What follows belongs to an exercise in optimizing a design on an open flow for small area; a production flow would make more cautious choices.
Where RTL was checked, it was by simulation tests only, not by an equivalence proof against the original.
Power is estimated from default activity; no workload was simulated.

==> flow/design.v <==
`timescale 1ns / 1ps
module ipmb_watchdog # (
   parameter integer TIMEOUT = 5000
)
(
    input clk,
    input rst,
    output [29:0] gpio_0,
    output [31:0] gpio_1,
    input [1:0] scl_i_in,
    input [1:0] scl_t_in,
    input [1:0] sda_i_in,
    input [1:0] sda_t_in,
    input [1:0] sv_scl_o,
    input [1:0] sv_scl_t,
    input ms_scl_o,
    input ms_scl_t,
    input [1:0] sv_sda_o,
    input [1:0] sv_sda_t,
    input ms_sda_o,
    input ms_sda_t
);
    localparam [12:0] MATCH_MSK = 13'h07fe;
    localparam [12:0] MATCH_VAL = 13'h06be;
    wire [19:0] x = {ms_sda_t, ms_sda_o, sv_sda_t[1], sv_sda_o[1], sv_sda_t[0], sv_sda_o[0],
                     ms_scl_t, ms_scl_o, sv_scl_t[1], sv_scl_o[1], sv_scl_t[0], sv_scl_o[0],
                     sda_t_in[1], sda_i_in[1], sda_t_in[0], sda_i_in[0],
                     scl_t_in[1], scl_i_in[1], scl_t_in[0], scl_i_in[0]};
    reg  [12:0] cnt [0:19];
    reg  [19:0] sflag;      
    wire [19:0] hit;        
    wire [19:0] ev;         
    genvar i;
    generate
        for (i = 0; i < 20; i = i + 1) begin : g_single
            assign hit[i] = (cnt[i] & MATCH_MSK) == MATCH_VAL;
            assign ev[i]  = ~x[i] & hit[i];
            always @(posedge clk) begin
                if (rst | x[i] | hit[i])
                    cnt[i] <= 13'd0;
                else
                    cnt[i] <= {~cnt[i][11:0], cnt[i][12] ^ cnt[i][2]};
                if (rst)
                    sflag[i] <= 1'b1;
                else if (ev[i])
                    sflag[i] <= 1'b0;
            end
        end
    endgenerate
    reg  [9:0] sel;         
    wire [9:0] pev;         
    reg  [9:4] pflag;       
    reg  [7:0] gcnt [0:3];
    generate
        for (i = 0; i < 10; i = i + 1) begin : g_pair
            assign pev[i] = ~x[2*i] & ~x[2*i+1] & (sel[i] ? hit[2*i] : hit[2*i+1]);
            always @(posedge clk) begin
                if (rst)
                    sel[i] <= 1'b1;
                else
                    sel[i] <= x[2*i] | (~x[2*i+1] & sel[i]);
            end
            if (i < 4) begin : g_cnt
                always @(posedge clk) begin
                    if (rst)
                        gcnt[i] <= 8'd0;
                    else if (pev[i] && gcnt[i] != 8'hff)
                        gcnt[i] <= gcnt[i] + 8'd1;
                end
            end else begin : g_flag
                always @(posedge clk) begin
                    if (rst)
                        pflag[i] <= 1'b1;
                    else if (pev[i])
                        pflag[i] <= 1'b0;
                end
            end
        end
    endgenerate
    wire [3:0] cflag;
    assign cflag[0] = ~|gcnt[0];
    assign cflag[1] = ~|gcnt[1];
    assign cflag[2] = ~|gcnt[2];
    assign cflag[3] = ~|gcnt[3];
    assign gpio_0 = {pflag[9:7], sflag[19:14], pflag[6:4], sflag[13:8],
                     cflag[3:2], sflag[7:4], cflag[1:0], sflag[3:0]};
    assign gpio_1 = {gcnt[3], gcnt[2], gcnt[1], gcnt[0]};
endmodule
Settings: LEC_CHECK=0, CAP_MARGIN=20, CORE_MARGIN=2, CORE_UTILIZATION=70, PLACE_DENSITY=0.8, SLEW_MARGIN=20; clock period 10.0 ns.
standard.sh (not shown) runs the stock make flow with config.mk's settings and CLKGATE_MAP_FILE= SYNTH_SCRIPT=/design/flow/synth_recipe.tcl, a recipe that flattens the netlist after the stock synthesis.
==> flow/flow/run.sh <==
#!/bin/bash
# Standard ORFS layout, with small port buffers and a lighter clock tree.
set -euo pipefail
export BUFFER_PORTS_ARGS="-buffer_cell sky130_fd_sc_hd__buf_1"
export CTS_ARGS="-sink_clustering_enable -repair_clock_nets -dont_use_dummy_load -buf_list {sky130_fd_sc_hd__clkbuf_4} -root_buf sky130_fd_sc_hd__clkbuf_8 -sink_clustering_size 11 -sink_clustering_max_diameter 35"
bash standard.sh finish > flow_make.log 2>&1
Edit:
--- a/flow/design.v
+++ b/flow/design.v
@@ -30,7 +30,7 @@
     reg  [19:0] sflag;      
     wire [19:0] hit;        
     wire [19:0] ev;         
-    genvar i;
+    genvar i, j;
     generate
         for (i = 0; i < 20; i = i + 1) begin : g_single
             assign hit[i] = (cnt[i] & MATCH_MSK) == MATCH_VAL;
@@ -61,11 +61,16 @@
                     sel[i] <= x[2*i] | (~x[2*i+1] & sel[i]);
             end
             if (i < 4) begin : g_cnt
+                wire [8:0] k;
+                assign k[0] = pev[i];
+                for (j = 0; j < 8; j = j + 1) begin : g_k
+                    assign k[j+1] = k[j] & gcnt[i][j];
+                end
                 always @(posedge clk) begin
                     if (rst)
                         gcnt[i] <= 8'd0;
-                    else if (pev[i] && gcnt[i] != 8'hff)
-                        gcnt[i] <= gcnt[i] + 8'd1;
+                    else if (!k[8])
+                        gcnt[i] <= gcnt[i] ^ k[7:0];
                 end
             end else begin : g_flag
                 always @(posedge clk) begin
=> The new run went through all stages and came out clean. Maximum frequency is higher by a few percent. Power is lower slightly. Die area is lower by a few percent. Cell area is lower by a few percent. Sequential power is about the same. Worst hold slack gets worse by 0.0060 ns. Area after synthesis is lower by a few percent. Sequential cell count is unchanged. Via count is lower by roughly a tenth. Core utilization is higher by 0.43 points. Setup slack gets better by 0.12 ns. Combinational power is lower by a few percent.
For the second run of this note, only the layout was checked, not whether the RTL still works.

==> afterwards: timing with drivers on the ports <==
No port has a modelled driver above. Below, the same layouts with a new extraction and two added sets of constraints.
Step 1 (the two cells are an assumption about what drives the block):
set clk [get_ports {clk}]
set_driving_cell -lib_cell sky130_fd_sc_hd__clkbuf_16 $clk
set_driving_cell -lib_cell sky130_fd_sc_hd__buf_2 [delete_from_list [all_inputs] $clk]
Step 2, shift: input delay + t, output delay - t, t = (earliest + latest rising clock arrival at the registers) / 2. This alone moves slack from input paths to output paths.
a / b / c = ideal ports / drivers / drivers and shift; a / b = the first two.
run | shift t [ns] | setup slack, ns | latest minus earliest clock arrival (ns) | cell pins on the clock port's net
the first run | 0.549 | 5.729 / 5.690 / 6.054 | 0.054 / 0.053 | 1
the second run | 0.533 | 5.850 / 5.869 / 5.336 | 0.056 / 0.056 | 1
After both steps setup and hold are still met in every run listed. The setup slack of the second run, which loses most, moves by +0.019 ns with the drivers and by -0.514 ns with both steps.
